From an optimization exercise on the open Yosys and OpenROAD flow, aimed at small area; shortcuts taken in it are not production practice.
The RTL was checked by simulation tests, not by an equivalence proof against the original design.
No activity file was given, so power comes from the tool's default toggle rates.

==> flow/design.v <==
module regmap #(
    parameter ADDR_W = 32,
    parameter DATA_W = 32,
    parameter STRB_W = DATA_W / 8
)(
    input clk,
    input rst,
    output [31:0] csr_sampl_num_val_out,
    output [15:0] csr_area0_start_val_out,
    output [15:0] csr_area1_start_val_out,
    output [15:0] csr_area2_start_val_out,
    output [15:0] csr_area0_end_val_out,
    output [15:0] csr_area1_end_val_out,
    output [15:0] csr_area2_end_val_out,
    output  csr_buf_ctrl_spec_req_out,
    output  csr_buf_ctrl_area_req_out,
    output [7:0] csr_acc_start_val_out,
    output [7:0] csr_acc_stop_val_out,
    output [15:0] csr_adc_th_val_out,
    output [2:0] csr_adc_filter_window_size_out,
    output  csr_adc_filter_bypass_out,
    output [3:0] csr_bline_ctrl_averagings_out,
    output  csr_bline_ctrl_auto_baseline_out,
    output [15:0] csr_bline_manual_val_out,
    output [15:0] csr_bline_acc_val_out,
    output [5:0] csr_bline_trend_delay_val_out,
    input csr_bline_actual_val_en,
    input [14:0] csr_bline_actual_val_in,
    output  csr_gate_ctrl_hysteresis_en_out,
    output  csr_gate_ctrl_pileup_reject_out,
    output [5:0] csr_gate_ctrl_pre_trigger_out,
    output  csr_dump_ctrl_enable_out,
    output [10:0] csr_dump_ctrl_samples_out,
    output [15:0] csr_pileup_acc_val_out,
    output [5:0] csr_pileup_trend_delay_val_out,
    input csr_pileup_actual_val_en,
    input  csr_pileup_actual_val_in,
    output  csr_pileup_cnt_ctrl_frame_rst_out,
    output  csr_pileup_cnt_ctrl_pileup_cnt_rst_out,
    input [31:0] csr_pileup_cnt_val_in,
    output [15:0] csr_count_th_0_val_out,
    input csr_count_val_0_val_en,
    input [31:0] csr_count_val_0_val_in,
    output [15:0] csr_count_th_1_val_out,
    input csr_count_val_1_val_en,
    input [31:0] csr_count_val_1_val_in,
    input [7:0] csr_ver_val_in,
    input [7:0] csr_sub_val_in,
    input [7:0] csr_rev_val_in,
    input  [ADDR_W-1:0] axil_awaddr,
    input  [2:0]        axil_awprot,
    input               axil_awvalid,
    output              axil_awready,
    input  [DATA_W-1:0] axil_wdata,
    input  [STRB_W-1:0] axil_wstrb,
    input               axil_wvalid,
    output              axil_wready,
    output [1:0]        axil_bresp,
    output              axil_bvalid,
    input               axil_bready,
    input  [ADDR_W-1:0] axil_araddr,
    input  [2:0]        axil_arprot,
    input               axil_arvalid,
    output              axil_arready,
    output [DATA_W-1:0] axil_rdata,
    output [1:0]        axil_rresp,
    output              axil_rvalid,
    input               axil_rready
);
reg        awflag, wflag, bvalid_q;
reg  [4:0] widx;
reg [31:0] sdat;
reg  [3:0] sstrb;
wire       wen = awflag & wflag;
assign axil_awready = ~awflag;
assign axil_wready  = ~wflag;
assign axil_bvalid  = bvalid_q;
assign axil_bresp   = 2'd0;
always @(posedge clk) begin
    awflag   <= ~rst & (awflag ? ~wflag : axil_awvalid);
    wflag    <= ~rst & (wflag ? ~awflag : axil_wvalid);
    bvalid_q <= ~rst & ~(bvalid_q & axil_bready) &
                (bvalid_q | (axil_wvalid & awflag) | (axil_awvalid & wflag) | wen);
    if (!awflag)
        widx <= (axil_awaddr[31:7] == 25'd0 && axil_awaddr[1:0] == 2'd0) ? axil_awaddr[6:2] : 5'h1f;
    if (!wflag) begin
        sdat  <= axil_wdata;
        sstrb <= axil_wstrb;
    end
end
wire [31:0] d_lo = sdat & {32{~rst}};
wire [31:0] d_hi = sdat | {32{rst}};
reg  [1:0] rstate;    
reg [31:0] rdata_q;
reg        rkeep;    
wire       r_idle = (rstate == 2'b00);
assign axil_arready = r_idle;
assign axil_rvalid  = (rstate == 2'b10);
assign axil_rdata   = rdata_q;
assign axil_rresp   = 2'd0;
always @(posedge clk) begin
    rstate[0] <= ~rst & ~rstate[1] & (rstate[0] | axil_arvalid);
    rstate[1] <= ~rst & (rstate[0] | (rstate[1] & ~axil_rready));
end
wire r_p1   = (rstate == 2'b01);
wire ra_lo = (axil_araddr[31:7] == 25'd0) && (axil_araddr[1:0] == 2'd0);
wire ra_hi = (axil_araddr[31:11] == 21'd0) && axil_araddr[10] && (axil_araddr[9:4] == 6'd0)
             && (axil_araddr[1:0] == 2'd0);
wire sampl_num_hit = wen && (widx == 5'd0);
wire [3:0] sampl_num_be = {4{rst}} | ({4{sampl_num_hit}} & sstrb[3:0]);
wire [31:0] sampl_num_rd;
reg  [31:0] sampl_num_val_q;
always @(posedge clk) begin
    if (sampl_num_be[0]) sampl_num_val_q[0] <= d_lo[0];
    if (sampl_num_be[0]) sampl_num_val_q[1] <= d_lo[1];
    if (sampl_num_be[0]) sampl_num_val_q[2] <= d_lo[2];
    if (sampl_num_be[0]) sampl_num_val_q[3] <= d_lo[3];
    if (sampl_num_be[0]) sampl_num_val_q[4] <= d_lo[4];
    if (sampl_num_be[0]) sampl_num_val_q[5] <= d_lo[5];
    if (sampl_num_be[0]) sampl_num_val_q[6] <= d_hi[6];
    if (sampl_num_be[0]) sampl_num_val_q[7] <= d_lo[7];
    if (sampl_num_be[1]) sampl_num_val_q[8] <= d_hi[8];
    if (sampl_num_be[1]) sampl_num_val_q[9] <= d_lo[9];
    if (sampl_num_be[1]) sampl_num_val_q[10] <= d_lo[10];
    if (sampl_num_be[1]) sampl_num_val_q[11] <= d_hi[11];
    if (sampl_num_be[1]) sampl_num_val_q[12] <= d_hi[12];
    if (sampl_num_be[1]) sampl_num_val_q[13] <= d_lo[13];
    if (sampl_num_be[1]) sampl_num_val_q[14] <= d_hi[14];
    if (sampl_num_be[1]) sampl_num_val_q[15] <= d_lo[15];
    if (sampl_num_be[2]) sampl_num_val_q[16] <= d_hi[16];
    if (sampl_num_be[2]) sampl_num_val_q[17] <= d_hi[17];
    if (sampl_num_be[2]) sampl_num_val_q[18] <= d_lo[18];
    if (sampl_num_be[2]) sampl_num_val_q[19] <= d_lo[19];
    if (sampl_num_be[2]) sampl_num_val_q[20] <= d_hi[20];
    if (sampl_num_be[2]) sampl_num_val_q[21] <= d_hi[21];
    if (sampl_num_be[2]) sampl_num_val_q[22] <= d_hi[22];
    if (sampl_num_be[2]) sampl_num_val_q[23] <= d_lo[23];
    if (sampl_num_be[3]) sampl_num_val_q[24] <= d_hi[24];
    if (sampl_num_be[3]) sampl_num_val_q[25] <= d_hi[25];
    if (sampl_num_be[3]) sampl_num_val_q[26] <= d_hi[26];
    if (sampl_num_be[3]) sampl_num_val_q[27] <= d_lo[27];
    if (sampl_num_be[3]) sampl_num_val_q[28] <= d_lo[28];
    if (sampl_num_be[3]) sampl_num_val_q[29] <= d_lo[29];
    if (sampl_num_be[3]) sampl_num_val_q[30] <= d_lo[30];
    if (sampl_num_be[3]) sampl_num_val_q[31] <= d_lo[31];
end
assign csr_sampl_num_val_out = sampl_num_val_q;
assign sampl_num_rd[31:0] = sampl_num_val_q;
wire area0_start_hit = wen && (widx == 5'd1);
wire [1:0] area0_start_be = {2{rst}} | ({2{area0_start_hit}} & sstrb[1:0]);
wire [31:0] area0_start_rd;
reg  [15:0] area0_start_val_q;
always @(posedge clk) begin
    if (area0_start_be[0]) area0_start_val_q[0] <= d_lo[0];
    if (area0_start_be[0]) area0_start_val_q[1] <= d_lo[1];
    if (area0_start_be[0]) area0_start_val_q[2] <= d_lo[2];
    if (area0_start_be[0]) area0_start_val_q[3] <= d_lo[3];
    if (area0_start_be[0]) area0_start_val_q[4] <= d_lo[4];
    if (area0_start_be[0]) area0_start_val_q[5] <= d_lo[5];
    if (area0_start_be[0]) area0_start_val_q[6] <= d_lo[6];
    if (area0_start_be[0]) area0_start_val_q[7] <= d_lo[7];
    if (area0_start_be[1]) area0_start_val_q[8] <= d_lo[8];
    if (area0_start_be[1]) area0_start_val_q[9] <= d_lo[9];
    if (area0_start_be[1]) area0_start_val_q[10] <= d_lo[10];
    if (area0_start_be[1]) area0_start_val_q[11] <= d_lo[11];
    if (area0_start_be[1]) area0_start_val_q[12] <= d_lo[12];
    if (area0_start_be[1]) area0_start_val_q[13] <= d_lo[13];
    if (area0_start_be[1]) area0_start_val_q[14] <= d_lo[14];
    if (area0_start_be[1]) area0_start_val_q[15] <= d_lo[15];
end
assign csr_area0_start_val_out = area0_start_val_q;
assign area0_start_rd[15:0] = area0_start_val_q;
assign area0_start_rd[31:16] = 16'd0;
wire area1_start_hit = wen && (widx == 5'd2);
wire [1:0] area1_start_be = {2{rst}} | ({2{area1_start_hit}} & sstrb[1:0]);
wire [31:0] area1_start_rd;
reg  [15:0] area1_start_val_q;
always @(posedge clk) begin
    if (area1_start_be[0]) area1_start_val_q[0] <= d_lo[0];
    if (area1_start_be[0]) area1_start_val_q[1] <= d_lo[1];
    if (area1_start_be[0]) area1_start_val_q[2] <= d_lo[2];
    if (area1_start_be[0]) area1_start_val_q[3] <= d_lo[3];
    if (area1_start_be[0]) area1_start_val_q[4] <= d_lo[4];
    if (area1_start_be[0]) area1_start_val_q[5] <= d_lo[5];
    if (area1_start_be[0]) area1_start_val_q[6] <= d_lo[6];
    if (area1_start_be[0]) area1_start_val_q[7] <= d_lo[7];
    if (area1_start_be[1]) area1_start_val_q[8] <= d_lo[8];
    if (area1_start_be[1]) area1_start_val_q[9] <= d_lo[9];
    if (area1_start_be[1]) area1_start_val_q[10] <= d_lo[10];
    if (area1_start_be[1]) area1_start_val_q[11] <= d_lo[11];
    if (area1_start_be[1]) area1_start_val_q[12] <= d_lo[12];
    if (area1_start_be[1]) area1_start_val_q[13] <= d_lo[13];
    if (area1_start_be[1]) area1_start_val_q[14] <= d_lo[14];
    if (area1_start_be[1]) area1_start_val_q[15] <= d_lo[15];
end
assign csr_area1_start_val_out = area1_start_val_q;
assign area1_start_rd[15:0] = area1_start_val_q;
assign area1_start_rd[31:16] = 16'd0;
wire area2_start_hit = wen && (widx == 5'd3);
wire [1:0] area2_start_be = {2{rst}} | ({2{area2_start_hit}} & sstrb[1:0]);
wire [31:0] area2_start_rd;
reg  [15:0] area2_start_val_q;
always @(posedge clk) begin
    if (area2_start_be[0]) area2_start_val_q[0] <= d_lo[0];
    if (area2_start_be[0]) area2_start_val_q[1] <= d_lo[1];
    if (area2_start_be[0]) area2_start_val_q[2] <= d_lo[2];
    if (area2_start_be[0]) area2_start_val_q[3] <= d_lo[3];
    if (area2_start_be[0]) area2_start_val_q[4] <= d_lo[4];
    if (area2_start_be[0]) area2_start_val_q[5] <= d_lo[5];
    if (area2_start_be[0]) area2_start_val_q[6] <= d_lo[6];
    if (area2_start_be[0]) area2_start_val_q[7] <= d_lo[7];
    if (area2_start_be[1]) area2_start_val_q[8] <= d_lo[8];
    if (area2_start_be[1]) area2_start_val_q[9] <= d_lo[9];
    if (area2_start_be[1]) area2_start_val_q[10] <= d_lo[10];
    if (area2_start_be[1]) area2_start_val_q[11] <= d_lo[11];
    if (area2_start_be[1]) area2_start_val_q[12] <= d_lo[12];
    if (area2_start_be[1]) area2_start_val_q[13] <= d_lo[13];
    if (area2_start_be[1]) area2_start_val_q[14] <= d_lo[14];
    if (area2_start_be[1]) area2_start_val_q[15] <= d_lo[15];
end
assign csr_area2_start_val_out = area2_start_val_q;
assign area2_start_rd[15:0] = area2_start_val_q;
assign area2_start_rd[31:16] = 16'd0;
wire area0_end_hit = wen && (widx == 5'd4);
wire [1:0] area0_end_be = {2{rst}} | ({2{area0_end_hit}} & sstrb[1:0]);
wire [31:0] area0_end_rd;
reg  [15:0] area0_end_val_q;
always @(posedge clk) begin
    if (area0_end_be[0]) area0_end_val_q[0] <= d_hi[0];
    if (area0_end_be[0]) area0_end_val_q[1] <= d_hi[1];
    if (area0_end_be[0]) area0_end_val_q[2] <= d_hi[2];
    if (area0_end_be[0]) area0_end_val_q[3] <= d_hi[3];
    if (area0_end_be[0]) area0_end_val_q[4] <= d_hi[4];
    if (area0_end_be[0]) area0_end_val_q[5] <= d_hi[5];
    if (area0_end_be[0]) area0_end_val_q[6] <= d_hi[6];
    if (area0_end_be[0]) area0_end_val_q[7] <= d_hi[7];
    if (area0_end_be[1]) area0_end_val_q[8] <= d_hi[8];
    if (area0_end_be[1]) area0_end_val_q[9] <= d_hi[9];
    if (area0_end_be[1]) area0_end_val_q[10] <= d_lo[10];
    if (area0_end_be[1]) area0_end_val_q[11] <= d_lo[11];
    if (area0_end_be[1]) area0_end_val_q[12] <= d_lo[12];
    if (area0_end_be[1]) area0_end_val_q[13] <= d_lo[13];
    if (area0_end_be[1]) area0_end_val_q[14] <= d_lo[14];
    if (area0_end_be[1]) area0_end_val_q[15] <= d_lo[15];
end
assign csr_area0_end_val_out = area0_end_val_q;
assign area0_end_rd[15:0] = area0_end_val_q;
assign area0_end_rd[31:16] = 16'd0;
wire area1_end_hit = wen && (widx == 5'd5);
wire [1:0] area1_end_be = {2{rst}} | ({2{area1_end_hit}} & sstrb[1:0]);
wire [31:0] area1_end_rd;
reg  [15:0] area1_end_val_q;
always @(posedge clk) begin
    if (area1_end_be[0]) area1_end_val_q[0] <= d_lo[0];
    if (area1_end_be[0]) area1_end_val_q[1] <= d_lo[1];
    if (area1_end_be[0]) area1_end_val_q[2] <= d_lo[2];
    if (area1_end_be[0]) area1_end_val_q[3] <= d_lo[3];
    if (area1_end_be[0]) area1_end_val_q[4] <= d_lo[4];
    if (area1_end_be[0]) area1_end_val_q[5] <= d_lo[5];
    if (area1_end_be[0]) area1_end_val_q[6] <= d_lo[6];
    if (area1_end_be[0]) area1_end_val_q[7] <= d_lo[7];
    if (area1_end_be[1]) area1_end_val_q[8] <= d_lo[8];
    if (area1_end_be[1]) area1_end_val_q[9] <= d_lo[9];
    if (area1_end_be[1]) area1_end_val_q[10] <= d_lo[10];
    if (area1_end_be[1]) area1_end_val_q[11] <= d_lo[11];
    if (area1_end_be[1]) area1_end_val_q[12] <= d_lo[12];
    if (area1_end_be[1]) area1_end_val_q[13] <= d_lo[13];
    if (area1_end_be[1]) area1_end_val_q[14] <= d_lo[14];
    if (area1_end_be[1]) area1_end_val_q[15] <= d_lo[15];
end
assign csr_area1_end_val_out = area1_end_val_q;
assign area1_end_rd[15:0] = area1_end_val_q;
assign area1_end_rd[31:16] = 16'd0;
wire area2_end_hit = wen && (widx == 5'd6);
wire [1:0] area2_end_be = {2{rst}} | ({2{area2_end_hit}} & sstrb[1:0]);
wire [31:0] area2_end_rd;
reg  [15:0] area2_end_val_q;
always @(posedge clk) begin
    if (area2_end_be[0]) area2_end_val_q[0] <= d_lo[0];
    if (area2_end_be[0]) area2_end_val_q[1] <= d_lo[1];
    if (area2_end_be[0]) area2_end_val_q[2] <= d_lo[2];
    if (area2_end_be[0]) area2_end_val_q[3] <= d_lo[3];
    if (area2_end_be[0]) area2_end_val_q[4] <= d_lo[4];
    if (area2_end_be[0]) area2_end_val_q[5] <= d_lo[5];
    if (area2_end_be[0]) area2_end_val_q[6] <= d_lo[6];
    if (area2_end_be[0]) area2_end_val_q[7] <= d_lo[7];
    if (area2_end_be[1]) area2_end_val_q[8] <= d_lo[8];
    if (area2_end_be[1]) area2_end_val_q[9] <= d_lo[9];
    if (area2_end_be[1]) area2_end_val_q[10] <= d_lo[10];
    if (area2_end_be[1]) area2_end_val_q[11] <= d_lo[11];
    if (area2_end_be[1]) area2_end_val_q[12] <= d_lo[12];
    if (area2_end_be[1]) area2_end_val_q[13] <= d_lo[13];
    if (area2_end_be[1]) area2_end_val_q[14] <= d_lo[14];
    if (area2_end_be[1]) area2_end_val_q[15] <= d_lo[15];
end
assign csr_area2_end_val_out = area2_end_val_q;
assign area2_end_rd[15:0] = area2_end_val_q;
assign area2_end_rd[31:16] = 16'd0;
wire buf_ctrl_hit = wen && (widx == 5'd7);
wire [0:0] buf_ctrl_be = {1{rst}} | ({1{buf_ctrl_hit}} & sstrb[0:0]);
reg  [0:0] buf_ctrl_spec_req_q;
always @(posedge clk) begin
    if (buf_ctrl_be[0]) buf_ctrl_spec_req_q[0] <= d_lo[0];
end
assign csr_buf_ctrl_spec_req_out = buf_ctrl_spec_req_q;
reg  [0:0] buf_ctrl_area_req_q;
always @(posedge clk) begin
    if (buf_ctrl_be[0]) buf_ctrl_area_req_q[0] <= d_lo[1];
end
assign csr_buf_ctrl_area_req_out = buf_ctrl_area_req_q;
wire acc_start_hit = wen && (widx == 5'd8);
wire [0:0] acc_start_be = {1{rst}} | ({1{acc_start_hit}} & sstrb[0:0]);
wire [31:0] acc_start_rd;
reg  [7:0] acc_start_val_q;
always @(posedge clk) begin
    if (acc_start_be[0]) acc_start_val_q[0] <= d_lo[0];
    if (acc_start_be[0]) acc_start_val_q[1] <= d_lo[1];
    if (acc_start_be[0]) acc_start_val_q[2] <= d_lo[2];
    if (acc_start_be[0]) acc_start_val_q[3] <= d_lo[3];
    if (acc_start_be[0]) acc_start_val_q[4] <= d_lo[4];
    if (acc_start_be[0]) acc_start_val_q[5] <= d_lo[5];
    if (acc_start_be[0]) acc_start_val_q[6] <= d_lo[6];
    if (acc_start_be[0]) acc_start_val_q[7] <= d_lo[7];
end
assign csr_acc_start_val_out = acc_start_val_q;
assign acc_start_rd[7:0] = acc_start_val_q;
assign acc_start_rd[31:8] = 24'd0;
wire acc_stop_hit = wen && (widx == 5'd9);
wire [0:0] acc_stop_be = {1{rst}} | ({1{acc_stop_hit}} & sstrb[0:0]);
wire [31:0] acc_stop_rd;
reg  [7:0] acc_stop_val_q;
always @(posedge clk) begin
    if (acc_stop_be[0]) acc_stop_val_q[0] <= d_lo[0];
    if (acc_stop_be[0]) acc_stop_val_q[1] <= d_lo[1];
    if (acc_stop_be[0]) acc_stop_val_q[2] <= d_lo[2];
    if (acc_stop_be[0]) acc_stop_val_q[3] <= d_lo[3];
    if (acc_stop_be[0]) acc_stop_val_q[4] <= d_lo[4];
    if (acc_stop_be[0]) acc_stop_val_q[5] <= d_lo[5];
    if (acc_stop_be[0]) acc_stop_val_q[6] <= d_lo[6];
    if (acc_stop_be[0]) acc_stop_val_q[7] <= d_hi[7];
end
assign csr_acc_stop_val_out = acc_stop_val_q;
assign acc_stop_rd[7:0] = acc_stop_val_q;
assign acc_stop_rd[31:8] = 24'd0;
wire adc_th_hit = wen && (widx == 5'd10);
wire [1:0] adc_th_be = {2{rst}} | ({2{adc_th_hit}} & sstrb[1:0]);
wire [31:0] adc_th_rd;
reg  [15:0] adc_th_val_q;
always @(posedge clk) begin
    if (adc_th_be[0]) adc_th_val_q[0] <= d_lo[0];
    if (adc_th_be[0]) adc_th_val_q[1] <= d_hi[1];
    if (adc_th_be[0]) adc_th_val_q[2] <= d_lo[2];
    if (adc_th_be[0]) adc_th_val_q[3] <= d_hi[3];
    if (adc_th_be[0]) adc_th_val_q[4] <= d_hi[4];
    if (adc_th_be[0]) adc_th_val_q[5] <= d_hi[5];
    if (adc_th_be[0]) adc_th_val_q[6] <= d_hi[6];
    if (adc_th_be[0]) adc_th_val_q[7] <= d_hi[7];
    if (adc_th_be[1]) adc_th_val_q[8] <= d_lo[8];
    if (adc_th_be[1]) adc_th_val_q[9] <= d_lo[9];
    if (adc_th_be[1]) adc_th_val_q[10] <= d_lo[10];
    if (adc_th_be[1]) adc_th_val_q[11] <= d_lo[11];
    if (adc_th_be[1]) adc_th_val_q[12] <= d_lo[12];
    if (adc_th_be[1]) adc_th_val_q[13] <= d_lo[13];
    if (adc_th_be[1]) adc_th_val_q[14] <= d_lo[14];
    if (adc_th_be[1]) adc_th_val_q[15] <= d_lo[15];
end
assign csr_adc_th_val_out = adc_th_val_q;
assign adc_th_rd[15:0] = adc_th_val_q;
assign adc_th_rd[31:16] = 16'd0;
wire adc_filter_hit = wen && (widx == 5'd11);
wire [0:0] adc_filter_be = {1{rst}} | ({1{adc_filter_hit}} & sstrb[0:0]);
wire [31:0] adc_filter_rd;
reg  [2:0] adc_filter_window_size_q;
always @(posedge clk) begin
    if (adc_filter_be[0]) adc_filter_window_size_q[0] <= d_lo[0];
    if (adc_filter_be[0]) adc_filter_window_size_q[1] <= d_hi[1];
    if (adc_filter_be[0]) adc_filter_window_size_q[2] <= d_lo[2];
end
assign csr_adc_filter_window_size_out = adc_filter_window_size_q;
assign adc_filter_rd[2:0] = adc_filter_window_size_q;
reg  [0:0] adc_filter_bypass_q;
always @(posedge clk) begin
    if (adc_filter_be[0]) adc_filter_bypass_q[0] <= d_hi[7];
end
assign csr_adc_filter_bypass_out = adc_filter_bypass_q;
assign adc_filter_rd[7:7] = adc_filter_bypass_q;
assign adc_filter_rd[6:3] = 4'd0;
assign adc_filter_rd[31:8] = 24'd0;
wire bline_ctrl_hit = wen && (widx == 5'd12);
wire [0:0] bline_ctrl_be = {1{rst}} | ({1{bline_ctrl_hit}} & sstrb[0:0]);
wire [31:0] bline_ctrl_rd;
reg  [3:0] bline_ctrl_averagings_q;
always @(posedge clk) begin
    if (bline_ctrl_be[0]) bline_ctrl_averagings_q[0] <= d_lo[0];
    if (bline_ctrl_be[0]) bline_ctrl_averagings_q[1] <= d_hi[1];
    if (bline_ctrl_be[0]) bline_ctrl_averagings_q[2] <= d_hi[2];
    if (bline_ctrl_be[0]) bline_ctrl_averagings_q[3] <= d_lo[3];
end
assign csr_bline_ctrl_averagings_out = bline_ctrl_averagings_q;
assign bline_ctrl_rd[3:0] = bline_ctrl_averagings_q;
reg  [0:0] bline_ctrl_auto_baseline_q;
always @(posedge clk) begin
    if (bline_ctrl_be[0]) bline_ctrl_auto_baseline_q[0] <= d_lo[7];
end
assign csr_bline_ctrl_auto_baseline_out = bline_ctrl_auto_baseline_q;
assign bline_ctrl_rd[7:7] = bline_ctrl_auto_baseline_q;
assign bline_ctrl_rd[6:4] = 3'd0;
assign bline_ctrl_rd[31:8] = 24'd0;
wire bline_manual_hit = wen && (widx == 5'd13);
wire [1:0] bline_manual_be = {2{rst}} | ({2{bline_manual_hit}} & sstrb[1:0]);
wire [31:0] bline_manual_rd;
reg  [15:0] bline_manual_val_q;
always @(posedge clk) begin
    if (bline_manual_be[0]) bline_manual_val_q[0] <= d_lo[0];
    if (bline_manual_be[0]) bline_manual_val_q[1] <= d_lo[1];
    if (bline_manual_be[0]) bline_manual_val_q[2] <= d_lo[2];
    if (bline_manual_be[0]) bline_manual_val_q[3] <= d_lo[3];
    if (bline_manual_be[0]) bline_manual_val_q[4] <= d_lo[4];
    if (bline_manual_be[0]) bline_manual_val_q[5] <= d_lo[5];
    if (bline_manual_be[0]) bline_manual_val_q[6] <= d_lo[6];
    if (bline_manual_be[0]) bline_manual_val_q[7] <= d_lo[7];
    if (bline_manual_be[1]) bline_manual_val_q[8] <= d_lo[8];
    if (bline_manual_be[1]) bline_manual_val_q[9] <= d_lo[9];
    if (bline_manual_be[1]) bline_manual_val_q[10] <= d_lo[10];
    if (bline_manual_be[1]) bline_manual_val_q[11] <= d_lo[11];
    if (bline_manual_be[1]) bline_manual_val_q[12] <= d_lo[12];
    if (bline_manual_be[1]) bline_manual_val_q[13] <= d_lo[13];
    if (bline_manual_be[1]) bline_manual_val_q[14] <= d_lo[14];
    if (bline_manual_be[1]) bline_manual_val_q[15] <= d_lo[15];
end
assign csr_bline_manual_val_out = bline_manual_val_q;
assign bline_manual_rd[15:0] = bline_manual_val_q;
assign bline_manual_rd[31:16] = 16'd0;
wire bline_acc_hit = wen && (widx == 5'd14);
wire [1:0] bline_acc_be = {2{rst}} | ({2{bline_acc_hit}} & sstrb[1:0]);
wire [31:0] bline_acc_rd;
reg  [15:0] bline_acc_val_q;
always @(posedge clk) begin
    if (bline_acc_be[0]) bline_acc_val_q[0] <= d_lo[0];
    if (bline_acc_be[0]) bline_acc_val_q[1] <= d_lo[1];
    if (bline_acc_be[0]) bline_acc_val_q[2] <= d_hi[2];
    if (bline_acc_be[0]) bline_acc_val_q[3] <= d_lo[3];
    if (bline_acc_be[0]) bline_acc_val_q[4] <= d_hi[4];
    if (bline_acc_be[0]) bline_acc_val_q[5] <= d_lo[5];
    if (bline_acc_be[0]) bline_acc_val_q[6] <= d_lo[6];
    if (bline_acc_be[0]) bline_acc_val_q[7] <= d_lo[7];
    if (bline_acc_be[1]) bline_acc_val_q[8] <= d_lo[8];
    if (bline_acc_be[1]) bline_acc_val_q[9] <= d_lo[9];
    if (bline_acc_be[1]) bline_acc_val_q[10] <= d_lo[10];
    if (bline_acc_be[1]) bline_acc_val_q[11] <= d_lo[11];
    if (bline_acc_be[1]) bline_acc_val_q[12] <= d_lo[12];
    if (bline_acc_be[1]) bline_acc_val_q[13] <= d_lo[13];
    if (bline_acc_be[1]) bline_acc_val_q[14] <= d_lo[14];
    if (bline_acc_be[1]) bline_acc_val_q[15] <= d_lo[15];
end
assign csr_bline_acc_val_out = bline_acc_val_q;
assign bline_acc_rd[15:0] = bline_acc_val_q;
assign bline_acc_rd[31:16] = 16'd0;
wire bline_trend_delay_hit = wen && (widx == 5'd15);
wire [0:0] bline_trend_delay_be = {1{rst}} | ({1{bline_trend_delay_hit}} & sstrb[0:0]);
wire [31:0] bline_trend_delay_rd;
reg  [5:0] bline_trend_delay_val_q;
always @(posedge clk) begin
    if (bline_trend_delay_be[0]) bline_trend_delay_val_q[0] <= d_hi[0];
    if (bline_trend_delay_be[0]) bline_trend_delay_val_q[1] <= d_hi[1];
    if (bline_trend_delay_be[0]) bline_trend_delay_val_q[2] <= d_hi[2];
    if (bline_trend_delay_be[0]) bline_trend_delay_val_q[3] <= d_hi[3];
    if (bline_trend_delay_be[0]) bline_trend_delay_val_q[4] <= d_lo[4];
    if (bline_trend_delay_be[0]) bline_trend_delay_val_q[5] <= d_lo[5];
end
assign csr_bline_trend_delay_val_out = bline_trend_delay_val_q;
assign bline_trend_delay_rd[5:0] = bline_trend_delay_val_q;
assign bline_trend_delay_rd[31:6] = 26'd0;
wire [31:0] bline_actual_rd;
reg  [14:0] bline_actual_val_q;
reg bline_actual_val_q_v;
always @(posedge clk) begin
    if (csr_bline_actual_val_en) bline_actual_val_q <= csr_bline_actual_val_in;
    bline_actual_val_q_v <= ~rst & (bline_actual_val_q_v | csr_bline_actual_val_en);
end
assign bline_actual_rd[14:0] = bline_actual_val_q & {15{bline_actual_val_q_v}};
assign bline_actual_rd[31:15] = 17'd0;
wire gate_ctrl_hit = wen && (widx == 5'd17);
wire [0:0] gate_ctrl_be = {1{rst}} | ({1{gate_ctrl_hit}} & sstrb[0:0]);
wire [31:0] gate_ctrl_rd;
reg  [0:0] gate_ctrl_hysteresis_en_q;
always @(posedge clk) begin
    if (gate_ctrl_be[0]) gate_ctrl_hysteresis_en_q[0] <= d_lo[0];
end
assign csr_gate_ctrl_hysteresis_en_out = gate_ctrl_hysteresis_en_q;
assign gate_ctrl_rd[0:0] = gate_ctrl_hysteresis_en_q;
reg  [0:0] gate_ctrl_pileup_reject_q;
always @(posedge clk) begin
    if (gate_ctrl_be[0]) gate_ctrl_pileup_reject_q[0] <= d_lo[1];
end
assign csr_gate_ctrl_pileup_reject_out = gate_ctrl_pileup_reject_q;
assign gate_ctrl_rd[1:1] = gate_ctrl_pileup_reject_q;
reg  [5:0] gate_ctrl_pre_trigger_q;
always @(posedge clk) begin
    if (gate_ctrl_be[0]) gate_ctrl_pre_trigger_q[0] <= d_lo[2];
    if (gate_ctrl_be[0]) gate_ctrl_pre_trigger_q[1] <= d_lo[3];
    if (gate_ctrl_be[0]) gate_ctrl_pre_trigger_q[2] <= d_lo[4];
    if (gate_ctrl_be[0]) gate_ctrl_pre_trigger_q[3] <= d_lo[5];
    if (gate_ctrl_be[0]) gate_ctrl_pre_trigger_q[4] <= d_lo[6];
    if (gate_ctrl_be[0]) gate_ctrl_pre_trigger_q[5] <= d_lo[7];
end
assign csr_gate_ctrl_pre_trigger_out = gate_ctrl_pre_trigger_q;
assign gate_ctrl_rd[7:2] = gate_ctrl_pre_trigger_q;
assign gate_ctrl_rd[31:8] = 24'd0;
wire dump_ctrl_hit = wen && (widx == 5'd18);
wire [1:0] dump_ctrl_be = {2{rst}} | ({2{dump_ctrl_hit}} & sstrb[1:0]);
wire [31:0] dump_ctrl_rd;
reg dump_ctrl_enable_q;
always @(posedge clk) dump_ctrl_enable_q <= ~rst & dump_ctrl_hit & sstrb[0] & sdat[0];
assign csr_dump_ctrl_enable_out = dump_ctrl_enable_q;
reg  [10:0] dump_ctrl_samples_q;
always @(posedge clk) begin
    if (dump_ctrl_be[0]) dump_ctrl_samples_q[0] <= d_lo[1];
    if (dump_ctrl_be[0]) dump_ctrl_samples_q[1] <= d_lo[2];
    if (dump_ctrl_be[0]) dump_ctrl_samples_q[2] <= d_lo[3];
    if (dump_ctrl_be[0]) dump_ctrl_samples_q[3] <= d_lo[4];
    if (dump_ctrl_be[0]) dump_ctrl_samples_q[4] <= d_lo[5];
    if (dump_ctrl_be[0]) dump_ctrl_samples_q[5] <= d_lo[6];
    if (dump_ctrl_be[0]) dump_ctrl_samples_q[6] <= d_lo[7];
    if (dump_ctrl_be[1]) dump_ctrl_samples_q[7] <= d_lo[8];
    if (dump_ctrl_be[1]) dump_ctrl_samples_q[8] <= d_lo[9];
    if (dump_ctrl_be[1]) dump_ctrl_samples_q[9] <= d_lo[10];
    if (dump_ctrl_be[1]) dump_ctrl_samples_q[10] <= d_lo[11];
end
assign csr_dump_ctrl_samples_out = dump_ctrl_samples_q;
assign dump_ctrl_rd[11:1] = dump_ctrl_samples_q;
assign dump_ctrl_rd[0:0] = 1'd0;
assign dump_ctrl_rd[31:12] = 20'd0;
wire pileup_acc_hit = wen && (widx == 5'd19);
wire [1:0] pileup_acc_be = {2{rst}} | ({2{pileup_acc_hit}} & sstrb[1:0]);
wire [31:0] pileup_acc_rd;
reg  [15:0] pileup_acc_val_q;
always @(posedge clk) begin
    if (pileup_acc_be[0]) pileup_acc_val_q[0] <= d_lo[0];
    if (pileup_acc_be[0]) pileup_acc_val_q[1] <= d_lo[1];
    if (pileup_acc_be[0]) pileup_acc_val_q[2] <= d_hi[2];
    if (pileup_acc_be[0]) pileup_acc_val_q[3] <= d_lo[3];
    if (pileup_acc_be[0]) pileup_acc_val_q[4] <= d_hi[4];
    if (pileup_acc_be[0]) pileup_acc_val_q[5] <= d_lo[5];
    if (pileup_acc_be[0]) pileup_acc_val_q[6] <= d_lo[6];
    if (pileup_acc_be[0]) pileup_acc_val_q[7] <= d_lo[7];
    if (pileup_acc_be[1]) pileup_acc_val_q[8] <= d_lo[8];
    if (pileup_acc_be[1]) pileup_acc_val_q[9] <= d_lo[9];
    if (pileup_acc_be[1]) pileup_acc_val_q[10] <= d_lo[10];
    if (pileup_acc_be[1]) pileup_acc_val_q[11] <= d_lo[11];
    if (pileup_acc_be[1]) pileup_acc_val_q[12] <= d_lo[12];
    if (pileup_acc_be[1]) pileup_acc_val_q[13] <= d_lo[13];
    if (pileup_acc_be[1]) pileup_acc_val_q[14] <= d_lo[14];
    if (pileup_acc_be[1]) pileup_acc_val_q[15] <= d_lo[15];
end
assign csr_pileup_acc_val_out = pileup_acc_val_q;
assign pileup_acc_rd[15:0] = pileup_acc_val_q;
assign pileup_acc_rd[31:16] = 16'd0;
wire pileup_trend_delay_hit = wen && (widx == 5'd20);
wire [0:0] pileup_trend_delay_be = {1{rst}} | ({1{pileup_trend_delay_hit}} & sstrb[0:0]);
wire [31:0] pileup_trend_delay_rd;
reg  [5:0] pileup_trend_delay_val_q;
always @(posedge clk) begin
    if (pileup_trend_delay_be[0]) pileup_trend_delay_val_q[0] <= d_lo[0];
    if (pileup_trend_delay_be[0]) pileup_trend_delay_val_q[1] <= d_lo[1];
    if (pileup_trend_delay_be[0]) pileup_trend_delay_val_q[2] <= d_lo[2];
    if (pileup_trend_delay_be[0]) pileup_trend_delay_val_q[3] <= d_lo[3];
    if (pileup_trend_delay_be[0]) pileup_trend_delay_val_q[4] <= d_lo[4];
    if (pileup_trend_delay_be[0]) pileup_trend_delay_val_q[5] <= d_lo[5];
end
assign csr_pileup_trend_delay_val_out = pileup_trend_delay_val_q;
assign pileup_trend_delay_rd[5:0] = pileup_trend_delay_val_q;
assign pileup_trend_delay_rd[31:6] = 26'd0;
wire [31:0] pileup_actual_rd;
reg  [0:0] pileup_actual_val_q;
reg pileup_actual_val_q_v;
always @(posedge clk) begin
    if (csr_pileup_actual_val_en) pileup_actual_val_q <= csr_pileup_actual_val_in;
    pileup_actual_val_q_v <= ~rst & (pileup_actual_val_q_v | csr_pileup_actual_val_en);
end
assign pileup_actual_rd[0:0] = pileup_actual_val_q & {1{pileup_actual_val_q_v}};
assign pileup_actual_rd[31:1] = 31'd0;
wire pileup_cnt_ctrl_hit = wen && (widx == 5'd22);
wire [0:0] pileup_cnt_ctrl_be = {1{rst}} | ({1{pileup_cnt_ctrl_hit}} & sstrb[0:0]);
wire [31:0] pileup_cnt_ctrl_rd;
reg  [0:0] pileup_cnt_ctrl_frame_rst_q;
always @(posedge clk) begin
    if (pileup_cnt_ctrl_be[0]) pileup_cnt_ctrl_frame_rst_q[0] <= d_lo[0];
end
assign csr_pileup_cnt_ctrl_frame_rst_out = pileup_cnt_ctrl_frame_rst_q;
assign pileup_cnt_ctrl_rd[0:0] = pileup_cnt_ctrl_frame_rst_q;
reg pileup_cnt_ctrl_pileup_cnt_rst_q;
always @(posedge clk) pileup_cnt_ctrl_pileup_cnt_rst_q <= ~rst & pileup_cnt_ctrl_hit & sstrb[0] & sdat[1];
assign csr_pileup_cnt_ctrl_pileup_cnt_rst_out = pileup_cnt_ctrl_pileup_cnt_rst_q;
assign pileup_cnt_ctrl_rd[31:1] = 31'd0;
wire count_th_0_hit = wen && (widx == 5'd24);
wire [1:0] count_th_0_be = {2{rst}} | ({2{count_th_0_hit}} & sstrb[1:0]);
wire [31:0] count_th_0_rd;
reg  [15:0] count_th_0_val_q;
always @(posedge clk) begin
    if (count_th_0_be[0]) count_th_0_val_q[0] <= d_lo[0];
    if (count_th_0_be[0]) count_th_0_val_q[1] <= d_hi[1];
    if (count_th_0_be[0]) count_th_0_val_q[2] <= d_lo[2];
    if (count_th_0_be[0]) count_th_0_val_q[3] <= d_hi[3];
    if (count_th_0_be[0]) count_th_0_val_q[4] <= d_hi[4];
    if (count_th_0_be[0]) count_th_0_val_q[5] <= d_hi[5];
    if (count_th_0_be[0]) count_th_0_val_q[6] <= d_hi[6];
    if (count_th_0_be[0]) count_th_0_val_q[7] <= d_hi[7];
    if (count_th_0_be[1]) count_th_0_val_q[8] <= d_lo[8];
    if (count_th_0_be[1]) count_th_0_val_q[9] <= d_lo[9];
    if (count_th_0_be[1]) count_th_0_val_q[10] <= d_lo[10];
    if (count_th_0_be[1]) count_th_0_val_q[11] <= d_lo[11];
    if (count_th_0_be[1]) count_th_0_val_q[12] <= d_lo[12];
    if (count_th_0_be[1]) count_th_0_val_q[13] <= d_lo[13];
    if (count_th_0_be[1]) count_th_0_val_q[14] <= d_lo[14];
    if (count_th_0_be[1]) count_th_0_val_q[15] <= d_lo[15];
end
assign csr_count_th_0_val_out = count_th_0_val_q;
assign count_th_0_rd[15:0] = count_th_0_val_q;
assign count_th_0_rd[31:16] = 16'd0;
wire [31:0] count_val_0_rd;
reg  [31:0] count_val_0_val_q;
reg count_val_0_val_q_v;
always @(posedge clk) begin
    if (csr_count_val_0_val_en) count_val_0_val_q <= csr_count_val_0_val_in;
    count_val_0_val_q_v <= ~rst & (count_val_0_val_q_v | csr_count_val_0_val_en);
end
assign count_val_0_rd[31:0] = count_val_0_val_q & {32{count_val_0_val_q_v}};
wire count_th_1_hit = wen && (widx == 5'd26);
wire [1:0] count_th_1_be = {2{rst}} | ({2{count_th_1_hit}} & sstrb[1:0]);
wire [31:0] count_th_1_rd;
reg  [15:0] count_th_1_val_q;
always @(posedge clk) begin
    if (count_th_1_be[0]) count_th_1_val_q[0] <= d_lo[0];
    if (count_th_1_be[0]) count_th_1_val_q[1] <= d_lo[1];
    if (count_th_1_be[0]) count_th_1_val_q[2] <= d_hi[2];
    if (count_th_1_be[0]) count_th_1_val_q[3] <= d_lo[3];
    if (count_th_1_be[0]) count_th_1_val_q[4] <= d_hi[4];
    if (count_th_1_be[0]) count_th_1_val_q[5] <= d_hi[5];
    if (count_th_1_be[0]) count_th_1_val_q[6] <= d_hi[6];
    if (count_th_1_be[0]) count_th_1_val_q[7] <= d_hi[7];
    if (count_th_1_be[1]) count_th_1_val_q[8] <= d_hi[8];
    if (count_th_1_be[1]) count_th_1_val_q[9] <= d_lo[9];
    if (count_th_1_be[1]) count_th_1_val_q[10] <= d_lo[10];
    if (count_th_1_be[1]) count_th_1_val_q[11] <= d_lo[11];
    if (count_th_1_be[1]) count_th_1_val_q[12] <= d_lo[12];
    if (count_th_1_be[1]) count_th_1_val_q[13] <= d_lo[13];
    if (count_th_1_be[1]) count_th_1_val_q[14] <= d_lo[14];
    if (count_th_1_be[1]) count_th_1_val_q[15] <= d_lo[15];
end
assign csr_count_th_1_val_out = count_th_1_val_q;
assign count_th_1_rd[15:0] = count_th_1_val_q;
assign count_th_1_rd[31:16] = 16'd0;
wire [31:0] count_val_1_rd;
reg  [31:0] count_val_1_val_q;
reg count_val_1_val_q_v;
always @(posedge clk) begin
    if (csr_count_val_1_val_en) count_val_1_val_q <= csr_count_val_1_val_in;
    count_val_1_val_q_v <= ~rst & (count_val_1_val_q_v | csr_count_val_1_val_en);
end
assign count_val_1_rd[31:0] = count_val_1_val_q & {32{count_val_1_val_q_v}};
wire [31:0] rq =
    ({32{rdata_q[4:0] == 5'd0}} & sampl_num_rd)  |
    ({32{rdata_q[4:0] == 5'd1}} & area0_start_rd)  |
    ({32{rdata_q[4:0] == 5'd2}} & area1_start_rd)  |
    ({32{rdata_q[4:0] == 5'd3}} & area2_start_rd)  |
    ({32{rdata_q[4:0] == 5'd4}} & area0_end_rd)  |
    ({32{rdata_q[4:0] == 5'd5}} & area1_end_rd)  |
    ({32{rdata_q[4:0] == 5'd6}} & area2_end_rd)  |
    ({32{rdata_q[4:0] == 5'd8}} & acc_start_rd)  |
    ({32{rdata_q[4:0] == 5'd9}} & acc_stop_rd)  |
    ({32{rdata_q[4:0] == 5'd10}} & adc_th_rd)  |
    ({32{rdata_q[4:0] == 5'd11}} & adc_filter_rd)  |
    ({32{rdata_q[4:0] == 5'd12}} & bline_ctrl_rd)  |
    ({32{rdata_q[4:0] == 5'd13}} & bline_manual_rd)  |
    ({32{rdata_q[4:0] == 5'd14}} & bline_acc_rd)  |
    ({32{rdata_q[4:0] == 5'd15}} & bline_trend_delay_rd)  |
    ({32{rdata_q[4:0] == 5'd16}} & bline_actual_rd)  |
    ({32{rdata_q[4:0] == 5'd17}} & gate_ctrl_rd)  |
    ({32{rdata_q[4:0] == 5'd18}} & dump_ctrl_rd)  |
    ({32{rdata_q[4:0] == 5'd19}} & pileup_acc_rd)  |
    ({32{rdata_q[4:0] == 5'd20}} & pileup_trend_delay_rd)  |
    ({32{rdata_q[4:0] == 5'd21}} & pileup_actual_rd)  |
    ({32{rdata_q[4:0] == 5'd22}} & pileup_cnt_ctrl_rd)  |
    ({32{rdata_q[4:0] == 5'd24}} & count_th_0_rd)  |
    ({32{rdata_q[4:0] == 5'd25}} & count_val_0_rd)  |
    ({32{rdata_q[4:0] == 5'd26}} & count_th_1_rd)  |
    ({32{rdata_q[4:0] == 5'd27}} & count_val_1_rd);
wire ra_idx = ra_lo && (axil_araddr[6:2] == 5'd0 || axil_araddr[6:2] == 5'd1 || axil_araddr[6:2] == 5'd2 || axil_araddr[6:2] == 5'd3 || axil_araddr[6:2] == 5'd4 || axil_araddr[6:2] == 5'd5 || axil_araddr[6:2] == 5'd6 || axil_araddr[6:2] == 5'd8 || axil_araddr[6:2] == 5'd9 || axil_araddr[6:2] == 5'd10 || axil_araddr[6:2] == 5'd11 || axil_araddr[6:2] == 5'd12 || axil_araddr[6:2] == 5'd13 || axil_araddr[6:2] == 5'd14 || axil_araddr[6:2] == 5'd15 || axil_araddr[6:2] == 5'd16 || axil_araddr[6:2] == 5'd17 || axil_araddr[6:2] == 5'd18 || axil_araddr[6:2] == 5'd19 || axil_araddr[6:2] == 5'd20 || axil_araddr[6:2] == 5'd21 || axil_araddr[6:2] == 5'd22 || axil_araddr[6:2] == 5'd24 || axil_araddr[6:2] == 5'd25 || axil_araddr[6:2] == 5'd26 || axil_araddr[6:2] == 5'd27);
wire [31:0] ra_word =
    ({32{(ra_lo && axil_araddr[6:2] == 5'd23)}} & csr_pileup_cnt_val_in)  |
    ({32{(ra_hi && axil_araddr[3:2] == 2'd0)}} & {{24{1'b0}}, csr_ver_val_in})  |
    ({32{(ra_hi && axil_araddr[3:2] == 2'd1)}} & {{24{1'b0}}, csr_sub_val_in})  |
    ({32{(ra_hi && axil_araddr[3:2] == 2'd2)}} & {{24{1'b0}}, csr_rev_val_in})  |
    {27'd0, {5{ra_idx}} & axil_araddr[6:2]};
always @(posedge clk) begin
    if (r_idle) begin
        rdata_q <= ra_word;
        rkeep   <= ~ra_idx;
    end else if (r_p1 && !rkeep) begin
        rdata_q <= rq;
    end
end
endmodule
==> flow/flow/run.sh <==
#!/bin/bash
# Layout flow: the standard ORFS flow (standard.sh) with these changes:
#  - after the standard synthesis, the combinational logic between the (unchanged)
#    flip-flops is re-mapped by ABC for area; the result must be proven equivalent
#    to the standard netlist, else the standard netlist is kept;
#  - synthesis buffers are removed before global placement (as the timing-driven mode does);
#  - port buffers are sky130_fd_sc_hd__buf_1 instead of the default buffer_ports choice;
#  - CTS uses clkbuf_8 with its own sink clustering, and no dummy loads.
set -euo pipefail
W=$PWD
F=$W/flow
export PRE_GLOBAL_PLACE_TCL="$F/pre_gpl.tcl"
export BUFFER_PORTS_ARGS="-buffer_cell sky130_fd_sc_hd__buf_1"
export CTS_ARGS="-sink_clustering_enable -repair_clock_nets -dont_use_dummy_load -buf_list sky130_fd_sc_hd__clkbuf_8 -sink_clustering_size 15 -sink_clustering_max_diameter 50"

bash standard.sh synth > standard_synth.log 2>&1

R=$W/orfs/results/${FLOW_PLATFORM}/regmap/base
LIB=$(ls $FLOW_HOME/platforms/${FLOW_PLATFORM}/lib/sky130_fd_sc_hd__tt_025C_1v80.lib)
mkdir -p $W/resynth
cp $R/1_2_yosys.v $W/resynth/standard.v
yosys -q -p "read_liberty -ignore_miss_func $LIB; write_verilog -noattr $W/resynth/allcells.v" > yosys_cells.log 2>&1
python3 $F/combcells.py $W/resynth/allcells.v $W/resynth/combcells.v
DONT_USE=$(grep -o -- "-dont_use [A-Za-z0-9_]*" $W/orfs/logs/${FLOW_PLATFORM}/regmap/base/1_2_yosys.log | sort -u | tr '\n' ' ')
export LIB_FILE=$LIB DESIGN_NAME=$FLOW_TOP RS_IN=$W/resynth/standard.v RS_OUT=$W/resynth/area.v \
       RS_COMB=$W/resynth/combcells.v RS_CELLS=$W/resynth/allcells.v RS_ABC=$F/area.abc RS_DONT_USE="$DONT_USE"
if yosys -c $F/resynth.tcl > yosys_resynth.log 2>&1 && yosys -c $F/equiv.tcl > yosys_equiv.log 2>&1; then
  cp $W/resynth/area.v $R/1_2_yosys.v
  echo "re-mapped netlist used" > resynth_result.log
else
  echo "re-mapping failed or not proven: standard netlist kept" > resynth_result.log
fi
rm -f $R/1_synth.odb $R/1_synth.sdc
bash standard.sh > standard_flow.log 2>&1
==> flow/flow/area.abc <==
strash
&get -n
&deepsyn -T 30
&dch -f
&nf -R 1000
&put
topo
==> flow/flow/combcells.py <==
#!/usr/bin/env python3
"""Keep only the combinational cell models of a Yosys-written liberty model file."""
import re, sys
s = open(sys.argv[1]).read()
out = []
for body in re.findall(r'module\s+\S+\s*\(.*?endmodule', s, re.S):
    if re.search(r'\breg\b|always|\$_DFF|\$_DLATCH|\$_SR', body) or 'assign' not in body:
        continue
    out.append(body)
open(sys.argv[2], 'w').write("\n".join(out) + "\n")
==> flow/flow/equiv.tcl <==
# Prove the re-mapped netlist equivalent to the standard one (registers paired by name).
yosys -import
read_verilog $::env(RS_CELLS)
read_verilog $::env(RS_IN); yosys rename $::env(DESIGN_NAME) gold
read_verilog $::env(RS_OUT); yosys rename $::env(DESIGN_NAME) gate
hierarchy -check
yosys rename -hide gold/w:_* gold/c:_* gate/w:_* gate/c:_*
flatten gold gate
yosys proc; yosys opt_clean
equiv_make gold gate equiv
hierarchy -top equiv
equiv_simple
equiv_induct
equiv_status -assert
==> flow/flow/pre_gpl.tcl <==
remove_buffers
==> flow/flow/resynth.tcl <==
# Re-map the combinational logic of the standard synthesis netlist for area.
yosys -import
# The flip-flop cells (and so the registers, their names and cell types) are kept
# as they are: they stay black boxes while ABC re-maps the logic between them.
read_liberty -lib $::env(LIB_FILE)
read_verilog $::env(RS_IN)
hierarchy -top $::env(DESIGN_NAME)
techmap -map $::env(RS_COMB)
techmap
opt -fast -purge
abc -script $::env(RS_ABC) -liberty $::env(LIB_FILE) {*}$::env(RS_DONT_USE)
opt_clean -purge
hilomap -singleton -hicell sky130_fd_sc_hd__conb_1 HI -locell sky130_fd_sc_hd__conb_1 LO
insbuf -buf sky130_fd_sc_hd__buf_4 A X
splitnets
opt_clean -purge
write_verilog -noattr -noexpr -nohex -nodec $::env(RS_OUT)
==> flow/standard.sh <==
#!/bin/bash
# synth_recipe.tcl (not shown) runs the flow's synth.tcl, then flattens the netlist and writes it again
# the make line also repeats each setting of config.mk as NAME=value (left out here)
make -C /OpenROAD-flow-scripts/flow DESIGN_CONFIG=/design/flow/config.mk WORK_HOME=/design/flow/orfs CLKGATE_MAP_FILE= SYNTH_SCRIPT=/design/flow/synth_recipe.tcl "${@:-finish}"
==> flow/config.mk <==
export PLATFORM = sky130hd
export DESIGN_NAME = regmap
export DESIGN_NICKNAME = regmap
export VERILOG_FILES = /design/flow/design.v
export SDC_FILE = /design/flow/constraint.sdc
export NUM_CORES = 4
export LEC_CHECK = 0
export CAP_MARGIN = 20
export CORE_MARGIN = 2
export CORE_UTILIZATION = 60
export GPL_TIMING_DRIVEN = 0
export SLEW_MARGIN = 20
==> flow/constraint.sdc <==
create_clock -name core_clock -period 5.0 [get_ports {clk}]
set_input_delay 1.0000 -clock core_clock [delete_from_list [all_inputs] [get_ports {clk}]]
set_output_delay 1.0000 -clock core_clock [all_outputs]
set_load 0.01 [all_outputs]
==> results of run 1 <==
## worst max-delay path, cell delays in order (launching register included)
cell	delay, ps
dfxtp_1	450
or2_0	860
clkinv_1	1030
buf_1	340
## layout make-up
| type | instances | area [sq um] | area share (%) |
|---|---|---|---|
| Clock buffer | 40 | 551 | 2.72 |
| Antenna cell | 9 | 22.5 | 0.111 |
| Tap cell | 378 | 473 | 2.34 |
| Timing Repair Buffer | 584 | 2370 | 11.7 |
| Multi-Input combinational cell | 503 | 3420 | 16.9 |
| Inverter | 7 | 27.5 | 0.136 |
| Sequential cell | 448 | 13300 | 66.0 |
## sequential cells by signal, indices dropped and copies added (netlist names), 32 cells and up
name	count
count_val_0_val_q	32
count_val_1_val_q	32
rdata_q	32
sampl_num_val_q	32
sdat	32
## per-stage QoR
step,total power [W],util (%),cells,setup slack [ps],hold WS [ps]
after global placement,0.00558,69.6,1904,-856,443
after floorplan,0.00506,-,968,1520,426
final,0.00747,73.1,1969,759,471
after global routing,0.00761,73.1,1967,665,508
after detailed placement,0.00564,71.0,1920,1080,460
after CTS,0.00739,73.0,1960,811,472
## power groups by stage
| stage | Sequential [W] | Combinational, W | Clock, W |
|---|---|---|---|
| global placement | 0.00468 | 0.000901 | 0 |
| global route | 0.00463 | 0.00103 | 0.00196 |
| CTS | 0.00460 | 0.000963 | 0.00183 |
| finish | 0.00461 | 0.000995 | 0.00186 |
| floorplan | 0.00473 | 0.000337 | 0 |
| detailed placement | 0.00468 | 0.000958 | 0 |
## worst max path at each step
| stage | cells after the start | to | startpoint |
|---|---|---|---|
| after global routing | 3 | axil_arready | rstate[0] |
| after detailed placement | 10 | rdata_q[18] | axil_araddr[0] |
| after global placement | 3 | dump_ctrl_enable_q | rst |
| final | 3 | axil_arready | rstate[0] |
| after floorplan | 8 | rdata_q[18] | axil_araddr[16] |
| after CTS | 3 | axil_arready | rstate[0] |
## metal layers
metal	routed length (microns)	track usage, %	vias to the layer above
met3	9530	12.0	218
li1	-	-	5265
met2	30300	67.2	1301
met5	31	0	-
met1	21500	56.1	6497
met4	3620	22.6	4
==> run summary, run 1 <==
* Hold Crit Start: bvalid_q
* Reg2reg end: rdata_q[1]
* Pleak at 6.66 nW
* Total grt overflow at 0
* First-pass GRT wire length at 86.1 mm
* Vias in the first global route at 12128
* Element type at the critical path end: output port
* Synth warn at 1
* Worst Tran Pin Value at 1200 ps
* Int Pwr at 0.00545 W
* DRC viols at 0
* WP data arrival at 3240 ps
* Worst R2R Start: rstate[0]
* Largest net degree at the start of global routing at 43
* Via count at 13285
* Logic gate share of total power at 13.3%
* Peak supply drop at 0.000244 V
* IO Count at 579
* WL per Instance at 33.0 microns
* Sequential Power Share at 61.7%
* Layout cells sized above 1 at 5.69%
* Post-DP Area at 19600 sq um
* Mapped Cells at 965
* Worst Path Required at 4000 ps
* Final hold vios at 0
* GPL Wtd Cong at 0.985
* CP Launch Type: register
* # port buffers at 568
* DRT antenna net count at 0
* CTS root buf: clkbuf_8
* Final setup viols at 0
* H-tree levels at 2
* NetSw at 0.00202 W
* Hold Path Sink: bvalid_q
* Starting Density at 60.4%
* Hold path depth at 1
* Design Area, Final at 20200 sq um
* Maximum clock rate at 236 MHz
* Fin crit period at 4240 ps
* Worst min path class: reg -> reg
* Clock-pin slew on the worst setup and hold paths at 80 ps
* HPWL Detailed at 46.5 mm
* Crit Path Class: reg -> out
* # rows at 61
* Initial antenna violation count at 11
* CTS tree: yes
* Most frequent cells in the layout: buf_1, edfxtp_1, a222oi_1
* Relative slew slack at 19.5%
* Final Max Tran Viols at 0
* Total global-route track usage at 43.1%
* Initial drt markers at 2349
* Clock latency on the worst-skew pair at 600 ps
* Status: no timing/DRC/antenna violations
* Die X at 171 microns
* Die Ht at 171 microns
* CTS resizes at 0
* Clk buf depth at 3
* Syn Std Cell Area at 16700 sq um
* Reg2Reg Setup Slack at 1010 ps
* Max-cap violations at 0
* CTS buffer count at 40
* Avg Cell Area, Syn at 17.3 sq um
* Setup TNS at 0 ps
* CP Max Fanout at 17
* Clock power share at 24.9%
* Setup bufs post-CTS at 0
* Switch share at 27.1%
* Die Area at 29200 sq um
* PD cells at 370 nW/um^2
* Clock Sinks at 448
* Worst reg2reg path depth at 6
* NumNets Final at 1837
* Layout Skew at 79.9 ps
* Vias per cell at 6.75
* TritonRoute pass-1 iters at 9
* Area growth from synthesis to final layout at 21.0%
* Fin crit share at 84.8%
* Layout fillers at 1906
* CTS Hold Buffers Added at 0
* Core area at 27600 sq um
* Drt total wl at 65.0 mm
* RSZ-0062 raised after global routing: false
* Commonest non-fill, non-tap cell in the layout: buf_1
==> inputs of run 2 (changes only) <==
--- a/flow/config.mk
+++ b/flow/config.mk
@@ -11,2 +11,3 @@
 export GPL_TIMING_DRIVEN = 0
+export PLACE_DENSITY = 0.85
 export SLEW_MARGIN = 20
==> run summary, run 2 <==
* Synth warn at 1 (unchanged)
* CP Max Fanout at 17 (unchanged)
* Worst Path Required at 5220 ps (+1220 ps)
* Post-DP Area at 19700 sq um (+0.11%)
* Worst min path class: reg -> reg
* Pleak at 6.68 nW (+0.33%)
* CTS resizes at 0 (unchanged)
* Met2 usage at 69.5% (+2.3 points)
* Peak supply drop at 0.000230 V (-5.6%)
* Crit Path Class: reg -> reg
* Pre-CTS setup slack at 662 ps (-414 ps)
* RSZ-0062 raised after global routing: false
* Met1 global-route usage at 54.0% (-2.1 points)
* Relative slew slack at 16.5% (-3.0 points)
* Clock-pin slew on the worst setup and hold paths at 90 ps (about the same)
* IO Count at 579 (unchanged)
* NumNets Final at 1841 (+0.22%)
* Initial drt markers at 2408 (+2.5%)
* CP Launch Type: register
* Setup bufs post-CTS at 0 (unchanged)
* First-pass GRT wire length at 88.6 mm (+2.8%)
* Via count at 13499 (+1.6%)
* Register Area at 13300 sq um (unchanged)
* Placed Cells at 1924 (+0.21%)
* Vias per cell at 6.82 (+1.1%)
* Clk buf depth at 3 (unchanged)
* WHS at 481 ps (+10.6 ps)
* Largest net degree at the start of global routing at 46 (+7.0%)
* Status: no timing/DRC/antenna violations
* Final hold vios at 0 (unchanged)
* Core area at 27600 sq um (unchanged)
* WL per Instance at 33.7 microns (+2.0%)
* Clock latency on the worst-skew pair at 600 ps (about the same)
* TritonRoute pass-1 iters at 9 (unchanged)
* PD cells at 371 nW/um^2 (+0.29%)
* Fin cells at 1978 (+0.46%)
* WP data arrival at 4400 ps (+1160 ps)
* Maximum clock rate at 239 MHz (+1.5%)
* Starting Density at 60.4% (unchanged)
* Slack of the critical path at 820 ps (+60.9 ps)
* Clock Sinks at 448 (unchanged)
* Total global-route track usage at 44.4% (+1.3 points)
* Syn Std Cell Area at 16700 sq um (unchanged)
* H-tree levels at 2 (unchanged)
* Final setup viols at 0 (unchanged)
* DRT antenna net count at 0 (unchanged)
* # port buffers at 568 (unchanged)
* Most frequent cells in the layout: buf_1, edfxtp_1, a222oi_1
* Layout Skew at 78.8 ps (-1.04 ps)
* Die X at 171 microns (unchanged)
* CTS root buf: clkbuf_8
* HPWL Detailed at 47.7 mm (+2.6%)
* Area growth from synthesis to final layout at 21.2%
* Design Area, Final at 20200 sq um (+0.17%)
* Max-cap violations at 0 (unchanged)
* CTS tree: yes
* DRC viols at 0 (unchanged)
* Drt total wl at 66.7 mm (+2.5%)
* Layout fillers at 1847 (-3.1%)
* GPL Wtd Cong at 0.997 (+1.2%)
* Element type at the critical path end: register
* Die Area at 29200 sq um (unchanged)
* Fin crit period at 4180 ps (-60.9 ps)
* Mapped Cells at 965 (unchanged)
* Gr busiest metal: met2
* Final Max Tran Viols at 0 (unchanged)
* Avg Cell Area, Syn at 17.3 sq um (unchanged)
* # rows at 61 (unchanged)
* Layout cells sized above 1 at 5.99% (+0.30 points)
* Worst Tran Pin Value at 1250 ps (+51.7 ps)
* Commonest non-fill, non-tap cell in the layout: buf_1
* Fin crit share at 83.6% (-1.2 points)
* Initial antenna violation count at 11 (unchanged)
* Die Ht at 171 microns (unchanged)
* CTS Hold Buffers Added at 0 (unchanged)
* CTS buffer count at 40 (unchanged)
* Multi-input logic area at 3400 sq um (-0.66%)
* Total grt overflow at 0 (unchanged)
* Vias in the first global route at 12795 (+5.5%)
* Met3 Resource Use GR at 14.3% (+2.3 points)
==> run 2: where the power goes <==
group / switching [W] / internal (W)
clock: 0.00115 / 0.000718
sequential: 0.000172 / 0.00445
combinational: 0.000730 / 0.000286
==> run 2: path summary, 6_finish.rpt <==
| path | slack [ps] | from | to | cells after the start |
|---|---|---|---|---|
| min | 480 | pileup_actual_val_q_v | pileup_actual_val_q_v | 2 |
| max | 820 | rstate[1] | rdata_q[4] | 6 |
| min reg2reg | 480 | pileup_actual_val_q_v | pileup_actual_val_q_v | 2 |
| max reg2reg | 820 | rstate[1] | rdata_q[4] | 6 |
==> run 2: stage by stage <==
step	setup TNS, ps	power [W]	utilization (%)
after global placement	-65140	0.00559	69.6
after detailed placement	0	0.00567	71.1
after global routing	0	0.00765	73.2
after floorplan	0	0.00506	-
after CTS	0	0.00742	73.1
final	0	0.00750	73.3
==> run 2: worst max-delay path: stages, from the launching register on <==
cell and delay [ps]:
dfxtp_1 410, or2_1 620, clkinv_1 980, a221oi_1 550, nand4_1 140, a2111oi_0 940, a21oi_1 180
==> run 2: metal layers <==
layer  vias to the layer above  routed length (microns)
li1                       5273                        -
met1                      6407                    20400
met2                      1487                    30800
met3                       330                    10500
met4                         2                     4900
met5                         -                       12
==> run 2: cell type report <==
cell class / instances / share of cell area [%]
Sequential cell: 448 / 65.9
Multi-Input combinational cell: 503 / 16.8
Timing Repair Buffer: 588 / 11.9
Clock buffer: 40 / 2.72
Tap cell: 378 / 2.34
Antenna cell: 14 / 0.173
Inverter: 7 / 0.136
==> inputs of run 3 (changes only) <==
--- a/flow/config.mk
+++ b/flow/config.mk
@@ -11,3 +11,3 @@
 export GPL_TIMING_DRIVEN = 0
-export PLACE_DENSITY = 0.85
+export PLACE_DENSITY = 0.75
 export SLEW_MARGIN = 20
==> run summary, run 3 <==
* CTS tree: yes
* Total global-route track usage at 42.7% (-1.7 points)
* Synth warn at 1 (unchanged)
* Mapped Cells at 965 (unchanged)
* Reg2Reg Setup Slack at 1060 ps (+240 ps)
* Fin crit share at 78.9% (-4.7 points)
* Vias in the first global route at 12361 (-3.4%)
* Avg Cell Area, Syn at 17.3 sq um (unchanged)
* Total grt overflow at 0 (unchanged)
* Clock Sinks at 448 (unchanged)
* Die X at 171 microns (unchanged)
* Area growth from synthesis to final layout at 21.2% (about the same)
* Worst reg2reg path depth at 6 (unchanged)
* Die Ht at 171 microns (unchanged)
* Crit path cell chain: or2_1 > clkinv_1 > a221oi_1 > nand4_1 > a2111oi_0 > a21oi_1
* Via count at 13153 (-2.6%)
* NumNets Final at 1839 (-0.11%)
* Most frequent cells in the layout: buf_1, edfxtp_1, a222oi_1
* CTS Hold Buffers Added at 0 (unchanged)
* WP data arrival at 4180 ps (-220 ps)
* Crit Path Class: reg -> reg
* CTS buffer count at 41 (+2.5%)
* Clock latency on the worst-skew pair at 590 ps (about the same)
* Hold Crit Start: count_val_1_val_q_v
* CP Launch Type: register
* Maximum clock rate at 253 MHz (+6.0%)
* CP Max Fanout at 17 (unchanged)
* TritonRoute pass-1 iters at 9 (unchanged)
* Setup bufs post-CTS at 0 (unchanged)
* Fin crit period at 3940 ps (-235 ps)
* DRC viols at 0 (unchanged)
* Hold path depth at 2 (unchanged)
* Clock-pin slew on the worst setup and hold paths at 80 ps (about the same)
* PD cells at 370 nW/um^2 (-0.29%)
* Final setup viols at 0 (unchanged)
* Crit-path max cell delay at 960 ps (-20 ps)
* Starting Density at 60.4% (unchanged)
* Core area at 27600 sq um (unchanged)
* Worst R2R Start: rstate[0]
* Max-cap violations at 0 (unchanged)
* WL per Instance at 32.6 microns (-3.4%)
* Largest net degree at the start of global routing at 50 (+8.7%)
* Status: no timing/DRC/antenna violations
* Pleak at 6.68 nW (about the same)
* First-pass GRT wire length at 85.5 mm (-3.5%)
* # port buffers at 568 (unchanged)
* GPL Wtd Cong at 0.958 (-3.9%)
* Layout cells sized above 1 at 5.87% (-0.12 points)
* Die Area at 29200 sq um (unchanged)
* Reg2reg end: rdata_q[4]
* Vias per cell at 6.66 (-2.4%)
* Worst min path class: reg -> reg
* CTS resizes at 0 (unchanged)
* Post-DP Area at 19600 sq um (about the same)
* Peak supply drop at 0.000271 V (+18%)
* Pwr Total at 0.00748 W (-0.28%)
* Drt total wl at 64.3 mm (-3.5%)
* Relative slew slack at 25.4% (+8.9 points)
* Slowest stage cell, crit path: clkinv_1
* HPWL Detailed at 45.8 mm (-4.1%)
* IO Count at 579 (unchanged)
* H-tree levels at 2 (unchanged)
* Final Max Tran Viols at 0 (unchanged)
* Element type at the critical path end: register
* DRT antenna net count at 0 (unchanged)
* CTS root buf: clkbuf_8
* Syn Std Cell Area at 16700 sq um (unchanged)
* Commonest non-fill, non-tap cell in the layout: buf_1
* RSZ-0062 raised after global routing: false
* Layout Skew at 64.7 ps (-14.1 ps)
* Final hold vios at 0 (unchanged)
* Clk buf depth at 3 (unchanged)
* Worst Path Required at 5230 ps (about the same)
* # rows at 61 (unchanged)
* Initial antenna violation count at 11 (unchanged)
* Design Area, Final at 20200 sq um (about the same)
* Worst Tran Pin Value at 1110 ps (-136 ps)
* Initial drt markers at 2509 (+4.2%)
* Hold Path Sink: count_val_1_val_q_v
run 3: cell count changes in the layout (fill, tap and decap cells not counted), sizes merged:
cell and delta:
buf -3, clkbuf +1, diode -1
run 3: critical path, delay by kind of cell (launching register included):
| kind | cells | cell delay, ps |
|---|---|---|
| AND/OR/NAND/NOR | 2 | 820 |
| AO/OA/AOI/OAI | 3 | 1400 |
| buffers and inverters | 1 | 960 |
| flip-flops | 1 | 440 |
run 3: worst max-delay path by stage:
stage                     from            endpoint  slack [ps]  depth (start not counted)
5_1_grt         axil_araddr[0]         rdata_q[17]         920                          9
3_5_place_dp    axil_araddr[0]         rdata_q[31]         620                          9
4_1_cts              rstate[0]        axil_arready        1130                          3
6_report             rstate[0]          rdata_q[4]        1060                          6
2_1_floorplan  axil_araddr[16]         rdata_q[18]        1520                          8
3_3_place_gp               rst  dump_ctrl_enable_q        -710                          3
run 3: per-layer routing:
metal	routed length, microns	vias to the layer above	GRT usage (%)
met5	0	-	0
met4	3920	0	22.9
met3	10000	258	13.7
met2	30000	1346	66.3
met1	20400	6273	54.2
li1	-	5276	-
run 3: power by group:
part	switching [W]	internal [W]	total (W)
combinational	0.000714	0.000283	0.000997
sequential	0.000168	0.00445	0.00462
clock	0.00113	0.000734	0.00187
run 3: per-stage QoR:
stage / cells / util (%) / hold WS (ps) / setup slack [ps] / setup TNS [ps]
after global routing: 1974 / 73.3 / 503 / 922 / 0
after detailed placement: 1921 / 71.1 / 457 / 621 / 0
after CTS: 1962 / 73.1 / 477 / 1130 / 0
final: 1975 / 73.3 / 472 / 1060 / 0
after global placement: 1904 / 69.6 / 447 / -705 / -82520
after floorplan: 968 / - / 426 / 1520 / 0
run 3: final cells by class:
cell class,count,area [sq um]
Sequential cell,448,13300
Multi-Input combinational cell,503,3410
Clock buffer,41,564
Inverter,7,27.5
Fill cell,1879,7380
Timing Repair Buffer,585,2390
Tap cell,378,473
Antenna cell,13,32.5

==> what the ideal ports hide <==
The flow's constraints put no driver on any port. The routed layouts listed below were extracted and timed again, unchanged, in two steps. Step 1 (the two cells are an assumption about what drives the block):
set clk [get_ports {clk}]
set_driving_cell -lib_cell sky130_fd_sc_hd__clkbuf_16 $clk
set_driving_cell -lib_cell sky130_fd_sc_hd__buf_2 [delete_from_list [all_inputs] $clk]
Step 2, shift: input delay + t, output delay - t, t = (earliest + latest rising clock arrival at the registers) / 2. This alone moves slack from input paths to output paths. Slacks: ideal / step 1 / step 2; pairs: ideal / step 1.
| run | t (ns) | slack for setup (ns) | worst slew at a driven data input, ns |
|---|---|---|---|
| run 1 | 0.614 | 0.759 / 0.707 / 0.945 | 0.17 |
| run 2 | 0.615 | 0.820 / 0.820 / 0.636 | 0.11 |
| run 3 | 0.611 | 1.055 / 1.015 / 0.555 | 0.12 |
After both steps every run listed still meets setup and hold. For run 3, which loses most, drivers alone change the setup slack by -0.040 ns; drivers and shift together by -0.500 ns.
